Source: an optimization exercise on an open RTL-to-GDS flow (aim: small area, a short achievable clock period and few clock cycles). Production flows keep margins and buffers that such runs may drop. Function was not checked in any run shown here: the RTL went through the layout flow alone.

==> flow/design.v (outline; a module is shown in full before it is edited, if it fits) <==
// module Milestone1: 125 lines
// module csc_r: 170 lines
// module csc_g: 195 lines
// module csc_b: 139 lines
// module interp_tree: 146 lines
module Milestone1(
	 input logic Clock,
	 input logic resetn,
	 input logic start,
	 input logic  [15:0] SRAM_read_data,
	 output logic [15:0] SRAM_write_data,
	 output logic done,
	 output logic SRAM_we_n,
	 output logic [17:0] SRAM_address
);
  // ...
==> flow/run.sh <==
#!/bin/bash
# synth_recipe.tcl (not shown) runs the flow's synth.tcl, then flattens the netlist and writes it again
# the make line also repeats each setting of config.mk as NAME=value (left out here)
make -C /OpenROAD-flow-scripts/flow DESIGN_CONFIG=/design/flow/config.mk WORK_HOME=/design/flow/orfs CLKGATE_MAP_FILE= SYNTH_SCRIPT=/design/flow/synth_recipe.tcl finish
==> flow/config.mk <==
export PLATFORM = sky130hd
export DESIGN_NAME = Milestone1
export DESIGN_NICKNAME = Milestone1
export VERILOG_FILES = /design/flow/design.v
export SDC_FILE = /design/flow/constraint.sdc
export NUM_CORES = 4
export LEC_CHECK = 0
export CAP_MARGIN = 20
export CORE_MARGIN = 2
export CORE_UTILIZATION = 40
export SLEW_MARGIN = 20
==> flow/constraint.sdc <==
create_clock -name core_clock -period 11.0 [get_ports {Clock}]
set_input_delay 2.2000 -clock core_clock [delete_from_list [all_inputs] [get_ports {Clock}]]
set_output_delay 2.2000 -clock core_clock [all_outputs]
set_load 0.01 [all_outputs]
==> run summary, run 1 <==
Outcome
The flow ran to the end and the layout has no timing, DRC or antenna violations.

Timing
The final critical path time including I/O delays and setup is 7423 ps. In this run the tightest slew margin relative to its limit is 27.32%. The worst clock skew is 25.52 ps.

After layout, the worst path uses 67.48% of the clock period. The max-slew violation count is 0.

Finish
The final layout contains a sequential cell count of 266. The clock-cell share of area is 3.528%. The share of final-layout standard cells stronger than drive strength 1 is 7.500%. The multi-input logic portion of the cell area is 54.06%. The number of inserted diodes is 0. Leaving out the clock tree, the finished layout contains a buffer count of 80.

Setup path
The critical-path cell with the highest stage delay is sky130_fd_sc_hd__dfrtp_4. The data arrival time at the worst-slack endpoint is 7840 ps. The startpoint identified for the worst register-to-register timing path is ph[3]. The cell that appears most often on the critical path is sky130_fd_sc_hd__inv_1. STA classifies the critical path endpoint as a flip-flop.

Route
The number of antenna-violating nets in the routed design is 0. The top layer reached by signal wires is met4. The routed design has 55.66 mm of wire.

Synth
The cell with the most instances after synthesis is sky130_fd_sc_hd__inv_1. The largest family of logic cells by synthesized area is adder cells.

Clock network
Clock tree synthesis found a total of 266 sinks. Clock-pin slew was measured on the worst setup and hold paths at 80 ps.

Placement
At the end of routability-driven placement, the weighted congestion stood at 0.9375. The total half-perimeter wirelength after legalization and detailed placement is 45.72 mm. The total of buffers placed on input and output ports is 54.

Hold path
The worst-case hold path end point is uw2[7]. The hold path depth is 0.

Floorplanning
The initial cell density of the core is 40.52%. The die is 240.2 µm tall.

Global routing
Entering global routing, the biggest net connects 69 pins.
==> run 2: changes to the inputs <==
--- a/flow/config.mk
+++ b/flow/config.mk
@@ -5,7 +5,9 @@
 export SDC_FILE = /design/flow/constraint.sdc
 export NUM_CORES = 4
 export LEC_CHECK = 0
+export ABC_CLOCK_PERIOD_IN_PS = 5000
 export CAP_MARGIN = 20
 export CORE_MARGIN = 2
-export CORE_UTILIZATION = 40
+export CORE_UTILIZATION = 60
+export SETUP_SLACK_MARGIN = 5
 export SLEW_MARGIN = 20
==> run summary, run 2 <==
Clock network
The maximum number of buffers from clock root to sink came to 3 (unchanged). The number of levels the H-tree was split into was 1 (unchanged). The count of clock tree sinks is 266 (unchanged). The number of clock buffers inserted by TritonCTS is 28 (was 27). The CTS clock-pin slew for the worst setup and hold paths is 70 ps (was 80 ps). The TritonCTS clock tree is built (unchanged). The clock root buffer master was sky130_fd_sc_hd__clkbuf_16 (unchanged). The clock network latency to the later pin of the worst-skew pair is 600 ps (was 560 ps).

Synth
The fraction of post-synthesis cell area in the top cell type by area is 20.45% (unchanged). The area share of fa/ha/maj cells after synthesis is 31.82% (unchanged). The largest family of logic cells by synthesized area is adder cells (unchanged).

The cell with the most instances after synthesis is sky130_fd_sc_hd__inv_1 (unchanged). The cell type with the highest aggregate area in the netlist is sky130_fd_sc_hd__edfxtp_1 (unchanged). The summed instance area of the synthesized netlist is 22320 µm² (unchanged). The main flop type after synthesis is sky130_fd_sc_hd__edfxtp_1 (unchanged).

The register bit count reported by yosys is 266 (unchanged). The proportion of register bits with asynchronous set or reset after synthesis was 19.92% (unchanged). Top cell types by occurrence after synthesis: sky130_fd_sc_hd__inv_1 (439), sky130_fd_sc_hd__ha_1 (222), sky130_fd_sc_hd__fa_1 (216) (unchanged). The number of flops mapped to enable cells by yosys is 152 (unchanged). The Yosys warning count is 1 (unchanged). The count of different cell masters after synthesis is 75 (unchanged).

The net count after synthesis is 2577 (unchanged). The proportion of synthesized area in mux cells is 5.746% (unchanged). The mean post-synth cell area is 10.53 µm² (unchanged). The area fraction in and, or, nand and nor cells after synthesis is 7.528% (unchanged). The sequential element share of the synthesized area is 32.02% (unchanged). The area fraction in compound gates after synthesis is 10.72% (unchanged). The xor-xnor portion of the synthesized cell area is 3.924% (unchanged). The synthesized netlist cell count is 2120 (unchanged). Cell types occupying the most area after synthesis: sky130_fd_sc_hd__edfxtp_1 (20%), sky130_fd_sc_hd__fa_1 (19%), sky130_fd_sc_hd__ha_1 (12%), sky130_fd_sc_hd__inv_1 (7.4%), sky130_fd_sc_hd__dfxtp_1 (5.5%) (unchanged).

Global routing
The initial antenna violation count came to 0 (unchanged). The overall routing resource usage was 29.68% (was 19.79%). The largest net degree at the start of global routing came to 58 (was 69). The residual overflow from global routing came to 0 (unchanged). The wire length of the first global-routing pass is 88.26 mm (was 88.69 mm). The via count of the first global-routing pass was 16110 (was 15750).

Route
The final routed wire length divided by cell count came to 20.54 µm (was 18.88 µm). The number of remaining DRC errors came to 0 (unchanged). The number of DRC markers in iteration 0 is 1146 (was 983). The via density per instance is 5.760 (was 5.186). The number of iterations in the first detailed-routing pass is 5 (unchanged).

The vias after detailed routing is 15580 (was 15290). The wire length after detailed routing is 55.55 mm (was 55.66 mm). The number of antenna-violating nets in the routed design is 0 (unchanged).

Floorplanning
The overall die area is 38760 µm² (was 57710 µm²). The area of the core was 36610 µm² (was 55090 µm²). The floorplan row count was 70 (was 86).

The top-level port count is 55 (unchanged). The initial cell density of the core is 60.97% (was 40.52%). The chip width was 196.9 µm (was 240.2 µm). The die extent in y was 196.9 µm (was 240.2 µm).

Finish
Largest registers in the final layout: SRAM_address (18), waddr (18) (unchanged). The filler cell count is 2857 (was 5285). The number of inserted diodes is 0 (unchanged). The final non-filler cell total is 2705 (was 2948). The area of the multi-input gates is 13690 µm² (was 13340 µm²). The most frequent standard cell in the layout excluding fill and tap cells is sky130_fd_sc_hd__inv_1 (unchanged). The end-of-flow core utilization is 68.83% (was 44.80%).

The sequential standard cell area is 7154 µm² (unchanged). Most frequent cells in the layout: sky130_fd_sc_hd__inv_1 (430), sky130_fd_sc_hd__ha_1 (222), sky130_fd_sc_hd__fa_1 (215), sky130_fd_sc_hd__edfxtp_1 (152), sky130_fd_sc_hd__nand2_1 (111) (was sky130_fd_sc_hd__inv_1 (439), sky130_fd_sc_hd__ha_1 (222), sky130_fd_sc_hd__fa_1 (216), sky130_fd_sc_hd__edfxtp_1 (152), sky130_fd_sc_hd__a21oi_1 (112)). The area overhead of the layout relative to synthesis came to 12.90% (was 10.58%). The number of nets in the final layout is 2672 (was 2639). The share of final-layout standard cells stronger than drive strength 1 is 11.22% (was 7.500%).

Placement
The total half-perimeter wirelength after legalization and detailed placement was 43.76 mm (was 45.72 mm). The total placed cells including tap cells is 2612 (was 2900). The total of buffers placed on input and output ports is 54 (unchanged). The routability congestion estimate from global placement was 0.9249 (was 0.9375).

Setup path
The worst flop-to-flop path startpoint is ph[3] (unchanged). The data arrival time at the worst-slack endpoint was 6300 ps (was 7840 ps). The largest stage delay on the critical path is 560 ps (was 920 ps). The worst path required time is 11460 ps (was 11420 ps). Cells along the critical path: buf_12 > mux2i_4 > clkinvlp_4 > fa_1 > inv_1 > fa_1 > inv_1 > fa_1 > ha_1 > nand4_1 > or4_1 > or4_4 > and2_4 > a211o_1 > a21o_1 > o32ai_2 > a211oi_2 (was buf_4 > mux2i_1 > buf_4 > inv_1 > fa_1 > inv_1 > fa_1 > inv_1 > fa_1 > inv_1 > fa_1 > inv_1 > ha_1 > nand3_1 > nor3_1 > nand3_1 > o21ai_0 > o211ai_1 > a221oi_1 > nand2_1 > o21ai_0 > o211ai_1). The sum of buffers and inverters on the critical path is 4 (was 7). The capturing element type of the critical path is a flip-flop (unchanged).

The category of the most critical setup path is reg2reg (unchanged). The critical-path cell with the highest stage delay was sky130_fd_sc_hd__fa_1 (was sky130_fd_sc_hd__dfrtp_4). The maximum net fanout on the critical path is 10 (was 55). The cell seen most often among critical-path stages is sky130_fd_sc_hd__fa_1 (was sky130_fd_sc_hd__inv_1). The start point of the critical path was ph[3] (unchanged).

The critical path's top delay family is adder cells (unchanged). The kind of start point of the critical path is a flip-flop (unchanged).

Timing
The count of endpoints failing setup in the final report was 0 (unchanged). The hold violation total from the final report was 0 (unchanged). The transition at the pin with the smallest max-transition slack was 921.2 ps (was 1060 ps). The part of the cycle the worst path needs came to 53.18% (was 67.48%). The final-layout setup total negative slack is 0 ps (unchanged).

RSZ-0062 raised after global routing: yes (was no). The final critical path time including I/O delays and setup was 5849 ps (was 7423 ps). The max-slew violation count was 0 (unchanged). The maximum clock rate is 171.0 MHz (was 134.7 MHz). The worst clock skew is 63.85 ps (was 25.52 ps). The relative slew slack is 38.59% (was 27.32%).

Hold path
The type of the worst min-delay path is reg2reg (unchanged). The startpoint of the tightest hold check path is uw3[0] (was uw3[7]).

Outcome
Run status: finished clean (unchanged).

Job
The count of maximum capacitance violations was 0 (unchanged).
## run 2: changes by cell type in the layout (fill, tap and decap cells not counted), sizes merged
cell      change
buf          +32
clkinv        +2
bufbuf        +1
clkbuf        +5
inv           -5
clkinvlp      +2
## run 2: through the flow
| step | hold slack (ps) | instance area, µm² | setup WS (ps) |
|---|---|---|---|
| 3_5_place_dp | 433.0 | 23520 | 3885 |
| 5_1_grt | 452.5 | 25200 | 4918 |
| 3_3_place_gp | 428.3 | 23520 | 4003 |
| 4_1_cts | 448.0 | 24890 | 5002 |
| 2_1_floorplan | 421.3 | 22490 | 5035 |
| 6_report | 451.9 | 25200 | 5151 |
## run 2: repair_timing
action                     4_1_cts  5_1_grt
pin swaps                        0        5
setup endpoints to repair       16       16
resized for setup               26       36
setup buffers                   19       21
hold buffers                     0        0
cloned                           1        0
## run 2: worst paths after layout
kind	slack [ps]	cells after the start	end
max reg2reg	5150	17	SRAM_write_data[14]
max	5150	17	SRAM_write_data[14]
min reg2reg	450	0	uw2[0]
max in group asynchronous	8710	2	ph[3]
min	450	0	uw2[0]
min in group asynchronous	1740	2	waddr[3]
## run 2: area by class of cell
class	count	area share, %
Clock buffer	35	3.217
Clock inverter	17	0.7696
Inverter	440	6.638
Multi-Input combinational cell	1367	54.32
Sequential cell	266	28.39
Tap cell	468	2.324
Timing Repair Buffer	112	4.339
## run 2: layer usage
metal	up-vias	global-route usage (%)	wire (µm)
met2	485	47.13	25670
met3	102	6.879	4158
li1	7306	-	-
met4	0	8.159	1561
met5	-	0	0
met1	7688	41.26	24170
## run 2: cells by family (layout without fill, tap and decap cells)
| logic type | after synthesis | after routing |
|---|---|---|
| xor+xnor | 100 | 100 |
| compound gates | 383 | 383 |
| mux | 104 | 104 |
| buf+inv | 487 | 604 |
| fa+ha+maj | 438 | 438 |
| flops | 266 | 266 |
| simple gates | 342 | 342 |
==> module Milestone1, before the edit <==
module Milestone1(
	 input logic Clock,
	 input logic resetn,
	 input logic start,
	 input logic  [15:0] SRAM_read_data,
	 output logic [15:0] SRAM_write_data,
	 output logic done,
	 output logic SRAM_we_n,
	 output logic [17:0] SRAM_address
);
localparam logic [17:0] U_START   = 18'd38400;
localparam logic [17:0] V_START   = 18'd57600;
localparam logic [17:0] RGB_START = 18'd146944;
logic        run, fin;
logic [4:0]  ph;           
logic        odd;          
logic        wr_en;        
logic [15:0] yaddr;        
logic [17:0] waddr;        
logic [7:0]  qw;           
logic [7:0]  uw0, uw1, uw2, uw3, uw4, uw5;
logic [7:0]  vw0, vw1, vw2, vw3, vw4, vw5;
logic [7:0]  ustage;
logic [15:0] vstage;
logic [15:0] yreg;
logic [7:0]  uodd, vodd;
logic [7:0] iw0, iw1, iw2, iw3, iw4, iw5;
logic [7:0] e0, e1, e2, e3, e4, e5;
logic [8:0] ip1, ip2, ip3;       
logic [7:0] iout;
wire isel_u = ph[3];
assign iw0 = isel_u ? uw0 : vw0;
assign iw1 = isel_u ? uw1 : vw1;
assign iw2 = isel_u ? uw2 : vw2;
assign iw3 = isel_u ? uw3 : vw3;
assign iw4 = isel_u ? uw4 : vw4;
assign iw5 = isel_u ? uw5 : vw5;
wire q_first  = (qw == 8'd0);
wire q_second = (qw == 8'd1);
wire q_157    = (qw == 8'd157);
wire q_158    = (qw == 8'd158);
wire q_last   = (qw == 8'd159);
assign e0 = q_first ? iw2 : q_second ? iw1 : iw0;
assign e1 = q_first ? iw2 : iw1;
assign e2 = iw2;
assign e3 = q_last ? iw2 : iw3;
assign e4 = q_last ? iw2 : q_158 ? iw3 : iw4;
assign e5 = q_last ? iw2 : q_158 ? iw3 : q_157 ? iw4 : iw5;
always_ff @(posedge Clock) begin
	ip1 <= {1'b0, e2} + {1'b0, e3};
	ip2 <= {1'b0, e1} + {1'b0, e4};
	ip3 <= {1'b0, e0} + {1'b0, e5};
end
interp_tree u_interp (.p1(ip1), .p2(ip2), .p3(ip3), .o(iout));
wire r_odd = ph[2];
wire g_odd = ph[3];
wire b_odd = ph[3];
logic [7:0] r_out, g_out, b_out;
csc_r u_r (.y(r_odd ? yreg[7:0] : yreg[15:8]), .v(r_odd ? vodd : vw2), .o(r_out));
csc_g u_g (.y(g_odd ? yreg[7:0] : yreg[15:8]), .u(g_odd ? uodd : uw2), .v(g_odd ? vodd : vw2), .o(g_out));
csc_b u_b (.y(b_odd ? yreg[7:0] : yreg[15:8]), .u(b_odd ? uodd : uw2), .o(b_out));
wire        last_pair = (yaddr == 16'd38400);
wire        y_neg     = yaddr[15] & ~wr_en;    
wire [17:0] c_addr    = {{3{y_neg}}, yaddr[15:1]} + (odd ? U_START + 18'd2 : V_START + 18'd3);
always_ff @(posedge Clock) begin
	if (ph[2]) begin
		uw0 <= uw1; uw1 <= uw2; uw2 <= uw3; uw3 <= uw4; uw4 <= uw5;
		vw0 <= vw1; vw1 <= vw2; vw2 <= vw3; vw3 <= vw4; vw4 <= vw5;
		if (!odd) begin
			uw5 <= SRAM_read_data[15:8];
			ustage <= SRAM_read_data[7:0];
			vw5 <= vstage[15:8];
		end else begin
			uw5 <= ustage;
			vw5 <= vstage[7:0];
			vstage <= SRAM_read_data;
		end
	end
	if (ph[3]) yreg <= SRAM_read_data;
	if (ph[4]) uodd <= iout;
	if (ph[0]) vodd <= iout;
	SRAM_write_data <= ph[1] ? {r_out, g_out} : ph[2] ? {b_out, r_out} : {g_out, b_out};
end
always_ff @(posedge Clock) begin
	if (ph[4]) SRAM_address <= c_addr;
	else if (ph[0]) SRAM_address <= {2'd0, yaddr};
	else SRAM_address <= waddr;
end
always_ff @(posedge Clock or negedge resetn) begin
	if (!resetn) begin
		run   <= 1'b0;
		fin   <= 1'b0;
		done  <= 1'b0;
		ph    <= 5'b10000;
		odd   <= 1'b0;         
		wr_en <= 1'b0;
		yaddr <= 16'hFFFB;     
		waddr <= RGB_START;
		qw    <= 8'd155;       
		SRAM_we_n <= 1'b1;
	end else begin
		done <= 1'b0;
		if ((run || (start && !fin)) && !(run && ph[4] && last_pair)) begin
			if (!run) run <= 1'b1;
			ph <= {ph[3:0], ph[4]};
			if (ph[4]) begin  
				odd   <= ~odd;
				yaddr <= yaddr + 16'd1;
				if (yaddr == 16'd0) wr_en <= 1'b1;
			end
			if (ph[4] || ph[0]) SRAM_we_n <= 1'b1;
			else begin  
				SRAM_we_n <= ~wr_en;
				if (wr_en) waddr <= waddr + 18'd1;
			end
			if (ph[2]) qw <= (qw == 8'd159) ? 8'd0 : qw + 8'd1;
		end else if (run) begin
			run  <= 1'b0;
			fin  <= 1'b1;
			done <= 1'b1;
			SRAM_we_n <= 1'b1;
		end
	end
end
endmodule
==> run 3: changes to the inputs <==
--- a/flow/design.v
+++ b/flow/design.v
@@ -212,20 +212,16 @@
 logic [7:0]  uodd, vodd;
 logic [7:0] iw0, iw1, iw2, iw3, iw4, iw5;
 logic [7:0] e0, e1, e2, e3, e4, e5;
-logic [8:0] ip1, ip2, ip3;       
+logic [8:0] ip1, ip2, ip3;
 logic [7:0] iout;
-wire isel_u = ph[3];
-assign iw0 = isel_u ? uw0 : vw0;
-assign iw1 = isel_u ? uw1 : vw1;
-assign iw2 = isel_u ? uw2 : vw2;
-assign iw3 = isel_u ? uw3 : vw3;
-assign iw4 = isel_u ? uw4 : vw4;
-assign iw5 = isel_u ? uw5 : vw5;
-wire q_first  = (qw == 8'd0);
-wire q_second = (qw == 8'd1);
-wire q_157    = (qw == 8'd157);
-wire q_158    = (qw == 8'd158);
-wire q_last   = (qw == 8'd159);
+logic       q_first, q_second, q_157, q_158, q_last;    
+wire isel_v = ph[3];
+assign iw0 = isel_v ? vw0 : uw0;
+assign iw1 = isel_v ? vw1 : uw1;
+assign iw2 = isel_v ? vw2 : uw2;
+assign iw3 = isel_v ? vw3 : uw3;
+assign iw4 = isel_v ? vw4 : uw4;
+assign iw5 = isel_v ? vw5 : uw5;
 assign e0 = q_first ? iw2 : q_second ? iw1 : iw0;
 assign e1 = q_first ? iw2 : iw1;
 assign e2 = iw2;
@@ -238,13 +234,24 @@
 	ip3 <= {1'b0, e0} + {1'b0, e5};
 end
 interp_tree u_interp (.p1(ip1), .p2(ip2), .p3(ip3), .o(iout));
-wire r_odd = ph[2];
-wire g_odd = ph[3];
-wire b_odd = ph[3];
+logic [7:0] ry, rv, gy, gu, gv, by, bu;
 logic [7:0] r_out, g_out, b_out;
-csc_r u_r (.y(r_odd ? yreg[7:0] : yreg[15:8]), .v(r_odd ? vodd : vw2), .o(r_out));
-csc_g u_g (.y(g_odd ? yreg[7:0] : yreg[15:8]), .u(g_odd ? uodd : uw2), .v(g_odd ? vodd : vw2), .o(g_out));
-csc_b u_b (.y(b_odd ? yreg[7:0] : yreg[15:8]), .u(b_odd ? uodd : uw2), .o(b_out));
+logic [7:0] ro, go, bo;
+always_ff @(posedge Clock) begin
+	ry <= ph[0] ? yreg[7:0] : yreg[15:8];
+	rv <= ph[0] ? vodd : vw2;
+	gy <= ph[1] ? yreg[7:0] : yreg[15:8];
+	gu <= ph[1] ? uodd : uw2;
+	gv <= ph[1] ? vodd : vw2;
+	by <= ph[1] ? yreg[7:0] : yreg[15:8];
+	bu <= ph[1] ? uodd : uw2;
+	ro <= r_out;
+	go <= g_out;
+	bo <= b_out;
+end
+csc_r u_r (.y(ry), .v(rv), .o(r_out));
+csc_g u_g (.y(gy), .u(gu), .v(gv), .o(g_out));
+csc_b u_b (.y(by), .u(bu), .o(b_out));
 wire        last_pair = (yaddr == 16'd38400);
 wire        y_neg     = yaddr[15] & ~wr_en;    
 wire [17:0] c_addr    = {{3{y_neg}}, yaddr[15:1]} + (odd ? U_START + 18'd2 : V_START + 18'd3);
@@ -263,9 +270,9 @@
 		end
 	end
 	if (ph[3]) yreg <= SRAM_read_data;
-	if (ph[4]) uodd <= iout;
-	if (ph[0]) vodd <= iout;
-	SRAM_write_data <= ph[1] ? {r_out, g_out} : ph[2] ? {b_out, r_out} : {g_out, b_out};
+	if (ph[0]) uodd <= iout;
+	if (ph[4]) vodd <= iout;
+	SRAM_write_data <= ph[1] ? {ro, go} : ph[2] ? {bo, ro} : {go, bo};
 end
 always_ff @(posedge Clock) begin
 	if (ph[4]) SRAM_address <= c_addr;
@@ -283,6 +290,11 @@
 		yaddr <= 16'hFFFB;     
 		waddr <= RGB_START;
 		qw    <= 8'd155;       
+		q_first  <= 1'b0;
+		q_second <= 1'b0;
+		q_157    <= 1'b0;
+		q_158    <= 1'b0;
+		q_last   <= 1'b0;
 		SRAM_we_n <= 1'b1;
 	end else begin
 		done <= 1'b0;
@@ -299,7 +311,14 @@
 				SRAM_we_n <= ~wr_en;
 				if (wr_en) waddr <= waddr + 18'd1;
 			end
-			if (ph[2]) qw <= (qw == 8'd159) ? 8'd0 : qw + 8'd1;
+			if (ph[2]) begin
+				qw       <= q_last ? 8'd0 : qw + 8'd1;
+				q_first  <= q_last;
+				q_second <= q_first;
+				q_157    <= (qw == 8'd156);
+				q_158    <= q_157;
+				q_last   <= q_158;
+			end
 		end else if (run) begin
 			run  <= 1'b0;
 			fin  <= 1'b1;
==> run summary, run 3 <==
Floorplanning
The initial cell density of the core was 60.91% (was 60.97%). The floorplan row count is 72 (was 70). The chip width is 202.1 µm (was 196.9 µm). The die extent in y is 202.1 µm (was 196.9 µm). The top-level port count was 55 (unchanged).

The overall die area is 40830 µm² (was 38760 µm²). The area of the core came to 38650 µm² (was 36610 µm²).

Clock network
The maximum number of buffers from clock root to sink is 3 (unchanged). The count of clock tree sinks is 335 (was 266). The CTS clock-pin slew for the worst setup and hold paths came to 60 ps (was 70 ps). The clock network latency to the later pin of the worst-skew pair was 560 ps (was 600 ps). The number of clock buffers inserted by TritonCTS is 37 (was 28). The TritonCTS clock tree is built (unchanged). The post-cts hold buffer count was 0 (unchanged). The post-cts gate resize count came to 0 (was 26). The count of buffers added by post-CTS timing repair for setup came to 0 (was 19).

The number of levels the H-tree was split into was 2 (was 1). The clock root buffer master is sky130_fd_sc_hd__clkbuf_16 (unchanged).

Synth
The area fraction in compound gates after synthesis is 9.046% (was 10.72%). The proportion of register bits with asynchronous set or reset after synthesis is 17.31% (was 19.92%). The sequential element share of the synthesized area is 36.33% (was 32.02%).

The summed instance area of the synthesized netlist is 23540 µm² (was 22320 µm²). The number of flops mapped to enable cells by yosys is 152 (unchanged). The main flop type after synthesis is sky130_fd_sc_hd__edfxtp_1 (unchanged). The cell type with the highest aggregate area in the netlist is sky130_fd_sc_hd__edfxtp_1 (unchanged). The area fraction in and, or, nand and nor cells after synthesis is 5.820% (was 7.528%). The largest family of logic cells by synthesized area is adder cells (unchanged). The count of different cell masters after synthesis is 72 (was 75). The synthesized netlist cell count was 2102 (was 2120). The Yosys warning count came to 1 (unchanged).

Cell types occupying the most area after synthesis: sky130_fd_sc_hd__edfxtp_1 (19%), sky130_fd_sc_hd__fa_1 (19%), sky130_fd_sc_hd__ha_1 (12%), sky130_fd_sc_hd__dfxtp_1 (11%), sky130_fd_sc_hd__inv_1 (6.7%) (was sky130_fd_sc_hd__edfxtp_1 (20%), sky130_fd_sc_hd__fa_1 (19%), sky130_fd_sc_hd__ha_1 (12%), sky130_fd_sc_hd__inv_1 (7.4%), sky130_fd_sc_hd__dfxtp_1 (5.5%)). The fraction of post-synthesis cell area in the top cell type by area came to 19.39% (was 20.45%). The proportion of synthesized area in mux cells is 7.133% (was 5.746%).

The cell with the most instances after synthesis is sky130_fd_sc_hd__inv_1 (unchanged). Top cell types by occurrence after synthesis: sky130_fd_sc_hd__inv_1 (421), sky130_fd_sc_hd__fa_1 (219), sky130_fd_sc_hd__ha_1 (219) (was sky130_fd_sc_hd__inv_1 (439), sky130_fd_sc_hd__ha_1 (222), sky130_fd_sc_hd__fa_1 (216)). The area share of fa/ha/maj cells after synthesis came to 30.26% (was 31.82%). The net count after synthesis is 2559 (was 2577). The mean post-synth cell area was 11.20 µm² (was 10.53 µm²). The xor-xnor portion of the synthesized cell area is 3.869% (was 3.924%).

The register bit count reported by yosys was 335 (was 266).

Setup path
The kind of start point of the critical path is a flip-flop (unchanged). The maximum net fanout on the critical path came to 11 (was 10). The setup slack on the worst flop-to-flop path is 5720 ps (was 5150 ps). The data arrival time at the worst-slack endpoint came to 5700 ps (was 6300 ps). The capturing element of the worst setup path is go[7] (was SRAM_write_data[14]).

The start point of the critical path is bu[4] (was ph[3]). The worst path required time is 11420 ps (was 11460 ps). The worst flop-to-flop path startpoint was bu[4] (was ph[3]). The capturing element type of the critical path is a flip-flop (unchanged). The endpoint of the worst register-to-register path is go[7] (was SRAM_write_data[14]). The category of the most critical setup path is reg2reg (unchanged). The cell count of the worst reg-to-reg path is 15 (was 17).

Placement
The total of buffers placed on input and output ports is 54 (unchanged). The placement-stage cell area is 24570 µm² (was 23520 µm²). The total placed cells including tap cells was 2630 (was 2612). The total half-perimeter wirelength after legalization and detailed placement is 41.97 mm (was 43.76 mm). The pre-CTS setup slack is 5733 ps (was 3885 ps).

The routability congestion estimate from global placement was 0.9320 (was 0.9249).

Route
The number of iterations in the first detailed-routing pass is 5 (unchanged). The via density per instance was 5.525 (was 5.760). The number of remaining DRC errors is 0 (unchanged). The final routed wire length divided by cell count is 19.56 µm (was 20.54 µm).

The wire length after detailed routing is 52.79 mm (was 55.55 mm). The vias after detailed routing is 14910 (was 15580). The number of DRC markers in iteration 0 was 920 (was 1146). The number of antenna-violating nets in the routed design is 0 (unchanged).

Global routing
The via count of the first global-routing pass was 15530 (was 16110). The residual overflow from global routing is 0 (unchanged). The wire length of the first global-routing pass was 84.81 mm (was 88.26 mm). The largest net degree at the start of global routing is 68 (was 58). The initial antenna violation count is 2 (was 0). The overall routing resource usage came to 27.08% (was 29.68%).

Finish
The end-of-flow core utilization came to 66.97% (was 68.83%). The area overhead of the layout relative to synthesis came to 9.950% (was 12.90%). The number of nets in the final layout is 2608 (was 2672). Most frequent cells in the layout: sky130_fd_sc_hd__inv_1 (421), sky130_fd_sc_hd__fa_1 (219), sky130_fd_sc_hd__ha_1 (219), sky130_fd_sc_hd__edfxtp_1 (152), sky130_fd_sc_hd__dfxtp_1 (125) (was sky130_fd_sc_hd__inv_1 (430), sky130_fd_sc_hd__ha_1 (222), sky130_fd_sc_hd__fa_1 (215), sky130_fd_sc_hd__edfxtp_1 (152), sky130_fd_sc_hd__nand2_1 (111)). The number of inserted diodes is 0 (unchanged). The final non-filler cell total is 2698 (was 2705).

Largest registers in the final layout: SRAM_address (18), waddr (18) (unchanged). The total non-filler cell area in the finished layout came to 25880 µm² (was 25200 µm²). The share of final-layout standard cells stronger than drive strength 1 is 9.633% (was 11.22%).

The most frequent standard cell in the layout excluding fill and tap cells is sky130_fd_sc_hd__inv_1 (unchanged).

Timing
RSZ-0062 raised after global routing: no (was yes). The transition at the pin with the smallest max-transition slack is 994.5 ps (was 921.2 ps). The relative slew slack is 33.70% (was 38.59%). The minimum setup slack in the final design came to 5716 ps (was 5151 ps). The worst clock skew is 13.61 ps (was 63.85 ps). The final-layout setup total negative slack is 0 ps (unchanged). The part of the cycle the worst path needs is 48.04% (was 53.18%). The hold violation total from the final report is 0 (unchanged). The maximum clock rate was 189.2 MHz (was 171.0 MHz). The final critical path time including I/O delays and setup is 5284 ps (was 5849 ps). The post-route worst hold slack was 444.9 ps (was 451.9 ps). The max-slew violation count is 0 (unchanged).

The count of endpoints failing setup in the final report is 0 (unchanged).

Hold path
The type of the worst min-delay path is reg2reg (unchanged).

Job
The count of maximum capacitance violations is 0 (unchanged).

Outcome
Run status: finished clean (unchanged).
==> run 3: worst min path at each step <==
stage / start / end / slack, ps / cells after the start
2_1_floorplan: fin / fin / 410 / 2
3_3_place_gp: fin / fin / 430 / 2
3_5_place_dp: uw3[1] / uw2[1] / 430 / 0
4_1_cts: fin / fin / 450 / 2
5_1_grt: fin / fin / 460 / 2
6_report: fin / fin / 440 / 2
==> run 3: cells by family after synthesis <==
group / Yosys count
adder cells (fa/ha/maj): 438
buffers and inverters: 469
XOR/XNOR: 104
multiplexers: 138
AO/OA/AOI/OAI: 333
flip-flops: 335
AND/OR/NAND/NOR: 285
==> run 3: area by class of cell <==
cell class              instances  area, µm²
inverters                     421       1580
fillers                      2938      12760
repair buffers                 58      565.5
well taps                     518      648.1
multi-input cells            1298      13210
clock buffers                  45      998.5
clock inverters                23      310.3
flip-flops and latches        335       8566
==> run 3: critical path, cell delays in order (launching register included) <==
cell,delay (ps)
sky130_fd_sc_hd__dfxtp_1,760
sky130_fd_sc_hd__inv_1,350
sky130_fd_sc_hd__fa_1,500
sky130_fd_sc_hd__fa_1,520
sky130_fd_sc_hd__inv_1,50
sky130_fd_sc_hd__fa_1,470
sky130_fd_sc_hd__inv_1,50
sky130_fd_sc_hd__fa_1,490
sky130_fd_sc_hd__inv_1,40
sky130_fd_sc_hd__ha_1,370
sky130_fd_sc_hd__a21oi_1,300
sky130_fd_sc_hd__nand2_1,120
sky130_fd_sc_hd__o31a_4,380
sky130_fd_sc_hd__a41oi_4,260
sky130_fd_sc_hd__nor3b_4,380
sky130_fd_sc_hd__a31oi_1,90
==> run 3: layer usage <==
| metal | GRT usage (%) | up-vias | part of all wire, % |
|---|---|---|---|
| met2 | 45.18 | 320 | 49 |
| met1 | 36.73 | 7454 | 44 |
| met5 | 0 | - | 0.025 |
| met3 | 4.886 | 68 | 4.7 |
| li1 | - | 7063 | - |
| met4 | 7.274 | 2 | 2.3 |
==> run 4: changes to the inputs <==
--- a/flow/config.mk
+++ b/flow/config.mk
@@ -5,7 +5,7 @@
 export SDC_FILE = /design/flow/constraint.sdc
 export NUM_CORES = 4
 export LEC_CHECK = 0
-export ABC_CLOCK_PERIOD_IN_PS = 5000
+export ABC_CLOCK_PERIOD_IN_PS = 3500
 export CAP_MARGIN = 20
 export CORE_MARGIN = 2
 export CORE_UTILIZATION = 60
==> run summary, run 4 <==
Floorplanning
The floorplan row count is 72 (unchanged). The chip width was 202.1 µm (unchanged). The top-level port count is 55 (unchanged). The area of the core was 38650 µm² (unchanged). The die extent in y is 202.1 µm (unchanged).

The initial cell density of the core is 60.91% (unchanged). The overall die area is 40830 µm² (unchanged).

Outcome
Run status: finished clean (unchanged).

Synth
The mean post-synth cell area is 11.20 µm² (unchanged). Cell types occupying the most area after synthesis: sky130_fd_sc_hd__edfxtp_1 (19%), sky130_fd_sc_hd__fa_1 (19%), sky130_fd_sc_hd__ha_1 (12%), sky130_fd_sc_hd__dfxtp_1 (11%), sky130_fd_sc_hd__inv_1 (6.7%) (unchanged). The proportion of synthesized area in mux cells is 7.133% (unchanged). The fraction of post-synthesis cell area in the top cell type by area is 19.39% (unchanged).

The area fraction in and, or, nand and nor cells after synthesis came to 5.820% (unchanged). The main flop type after synthesis is sky130_fd_sc_hd__edfxtp_1 (unchanged). The xor-xnor portion of the synthesized cell area is 3.869% (unchanged). The cell with the most instances after synthesis is sky130_fd_sc_hd__inv_1 (unchanged). The synthesized netlist cell count is 2102 (unchanged). Top cell types by occurrence after synthesis: sky130_fd_sc_hd__inv_1 (421), sky130_fd_sc_hd__fa_1 (219), sky130_fd_sc_hd__ha_1 (219) (unchanged). The summed instance area of the synthesized netlist is 23540 µm² (unchanged). The count of different cell masters after synthesis was 72 (unchanged). The cell type with the highest aggregate area in the netlist is sky130_fd_sc_hd__edfxtp_1 (unchanged). The net count after synthesis is 2559 (unchanged). The register bit count reported by yosys came to 335 (unchanged). The proportion of register bits with asynchronous set or reset after synthesis is 17.31% (unchanged). The largest family of logic cells by synthesized area was adder cells (unchanged). The Yosys warning count came to 1 (unchanged). The number of flops mapped to enable cells by yosys came to 152 (unchanged). The sequential element share of the synthesized area is 36.33% (unchanged). The area fraction in compound gates after synthesis is 9.046% (unchanged). The area share of fa/ha/maj cells after synthesis is 30.26% (unchanged).

Clock network
The post-cts gate resize count is 0 (unchanged). The maximum number of buffers from clock root to sink is 3 (unchanged). The count of buffers added by post-CTS timing repair for setup is 0 (unchanged).

The count of clock tree sinks came to 335 (unchanged). The CTS clock-pin slew for the worst setup and hold paths is 60 ps (about the same). The clock network latency to the later pin of the worst-skew pair is 560 ps (about the same).

The clock root buffer master is sky130_fd_sc_hd__clkbuf_16 (unchanged). The post-cts hold buffer count came to 0 (unchanged). The number of levels the H-tree was split into is 2 (unchanged). The number of clock buffers inserted by TritonCTS was 37 (unchanged). The TritonCTS clock tree is built (unchanged).

Setup path
The category of the most critical setup path is reg2reg (unchanged). The maximum net fanout on the critical path is 11 (unchanged). The worst path required time is 11420 ps (about the same).

The capturing element type of the critical path is a flip-flop (unchanged). The data arrival time at the worst-slack endpoint is 5700 ps (about the same). The kind of start point of the critical path is a flip-flop (unchanged).

Route
The number of iterations in the first detailed-routing pass came to 5 (unchanged). The number of DRC markers in iteration 0 is 920 (unchanged). The via density per instance came to 5.525 (unchanged). The vias after detailed routing is 14910 (unchanged).

The final routed wire length divided by cell count is 19.56 µm (unchanged). The number of remaining DRC errors came to 0 (unchanged). The wire length after detailed routing is 52.79 mm (unchanged). The number of antenna-violating nets in the routed design is 0 (unchanged).

Finish
The total non-filler cell area in the finished layout came to 25880 µm² (unchanged). Most frequent cells in the layout: sky130_fd_sc_hd__inv_1 (421), sky130_fd_sc_hd__fa_1 (219), sky130_fd_sc_hd__ha_1 (219), sky130_fd_sc_hd__edfxtp_1 (152), sky130_fd_sc_hd__dfxtp_1 (125) (unchanged). The area overhead of the layout relative to synthesis is 9.950% (unchanged).

The share of final-layout standard cells stronger than drive strength 1 is 9.633% (unchanged). The number of nets in the final layout is 2608 (unchanged). Largest registers in the final layout: SRAM_address (18), waddr (18) (unchanged).

The most frequent standard cell in the layout excluding fill and tap cells is sky130_fd_sc_hd__inv_1 (unchanged). The number of inserted diodes was 0 (unchanged). The final non-filler cell total is 2698 (unchanged). The end-of-flow core utilization was 66.97% (unchanged).

Timing
The post-route worst hold slack was 444.9 ps (unchanged). The final critical path time including I/O delays and setup came to 5284 ps (unchanged). The transition at the pin with the smallest max-transition slack is 994.5 ps (unchanged).

The final-layout setup total negative slack is 0 ps (unchanged). The maximum clock rate is 189.2 MHz (unchanged). The part of the cycle the worst path needs is 48.04% (unchanged). The max-slew violation count is 0 (unchanged). The count of endpoints failing setup in the final report is 0 (unchanged). RSZ-0062 raised after global routing: no (unchanged).

The hold violation total from the final report came to 0 (unchanged). The worst clock skew is 13.61 ps (unchanged). The relative slew slack is 33.70% (unchanged).

Placement
The placement-stage cell area is 24570 µm² (unchanged). The routability congestion estimate from global placement was 0.9320 (unchanged). The total half-perimeter wirelength after legalization and detailed placement is 41.97 mm (unchanged). The total of buffers placed on input and output ports is 54 (unchanged). The total placed cells including tap cells is 2630 (unchanged).

Job
The count of maximum capacitance violations is 0 (unchanged).

Global routing
The residual overflow from global routing is 0 (unchanged). The overall routing resource usage was 27.08% (unchanged). The largest net degree at the start of global routing is 68 (unchanged). The global-route met2 utilization was 45.18% (unchanged). The routing usage on met3 was 4.886% (unchanged). The via count of the first global-routing pass is 15530 (unchanged). The wire length of the first global-routing pass is 84.81 mm (unchanged).

The busiest metal layer after global routing is met2 (unchanged). The initial antenna violation count is 2 (unchanged). The routing usage on met1 is 36.73% (unchanged).

Hold path
The type of the worst min-delay path is reg2reg (unchanged).
run 4: cell counts after synthesis:
No cell type changed its count.
run 4: metal layers:
metal / wire length, µm / share of wire (%)
met5: 13 / 0.025
met4: 1192 / 2.3
met3: 2479 / 4.7
met2: 25620 / 49
met1: 23480 / 44
run 4: metrics by stage:
stage | worst slack [ps]
3_3_place_gp | 5789
6_report | 5716
2_1_floorplan | 6119
3_5_place_dp | 5733
4_1_cts | 5710
5_1_grt | 5374
run 4: critical path, stage by stage, from the launching register on:
cell                      delay [ps]
sky130_fd_sc_hd__dfxtp_1         760
sky130_fd_sc_hd__inv_1           350
sky130_fd_sc_hd__fa_1            500
sky130_fd_sc_hd__fa_1            520
sky130_fd_sc_hd__inv_1            50
sky130_fd_sc_hd__fa_1            470
sky130_fd_sc_hd__inv_1            50
sky130_fd_sc_hd__fa_1            490
sky130_fd_sc_hd__inv_1            40
sky130_fd_sc_hd__ha_1            370
sky130_fd_sc_hd__a21oi_1         300
sky130_fd_sc_hd__nand2_1         120
sky130_fd_sc_hd__o31a_4          380
sky130_fd_sc_hd__a41oi_4         260
sky130_fd_sc_hd__nor3b_4         380
sky130_fd_sc_hd__a31oi_1          90
run 4: final timing paths:
check                      startpoint  endpoint  slack (ps)  cells past startpoint
min in group asynchronous      resetn  waddr[2]        1790                      2
setup / recovery                bu[4]     go[7]        5720                     15
setup reg to reg                bu[4]     go[7]        5720                     15
hold / removal                    fin       fin         440                      2
hold reg to reg                   fin       fin         440                      2
max in group asynchronous      resetn     ph[3]        8620                      2
run 4: layout make-up:
| type | count | area [µm²] |
|---|---|---|
| Multi-Input combinational cell | 1298 | 13210 |
| Fill cell | 2938 | 12760 |
| Sequential cell | 335 | 8566 |
| Inverter | 421 | 1580 |
| Clock buffer | 45 | 998.5 |
| Tap cell | 518 | 648.1 |
| Timing Repair Buffer | 58 | 565.5 |
| Clock inverter | 23 | 310.3 |
run 4: cells by family (layout without fill, tap and decap cells):
family	count (synthesis)	count (layout)
and+or+nand+nor	285	285
buffers and inverters	469	547
DFF	335	335
AOI/OAI and AO/OA	333	333
xor gates and xnor gates	104	104
muxes	138	138
adders and majority gates	438	438

## static timing again, ports no longer ideal
No port has a modelled driver above. Below, the same layouts with a new extraction and two added sets of constraints. Step 1, drivers: a clkbuf_16 drives Clock and a buf_2 each remaining input, both assumed. Step 2, shift: input delay + t, output delay - t, t = (earliest + latest rising clock arrival at the registers) / 2. This alone moves slack from input paths to output paths. Three values: ideal ports, drivers, drivers and shift; two values: the first two.
run | shift t [ns] | setup slack, ns | hold WS [ns] | worst setup path after step 2 | cell pins on the clock port's net
run 1 | 0.597 | 3.577 / 3.577 / 3.577 | 0.443 / 0.443 / 0.443 | register to register | 1
run 2 | 0.618 | 5.151 / 5.151 / 5.151 | 0.452 / 0.452 / 0.452 | register to register | 1
run 3 | 0.607 | 5.716 / 5.716 / 5.716 | 0.445 / 0.445 / 0.445 | register to register | 1
run 4 | 0.607 | 5.716 / 5.716 / 5.716 | 0.445 / 0.445 / 0.445 | register to register | 1
After both steps every run listed still meets setup and hold.
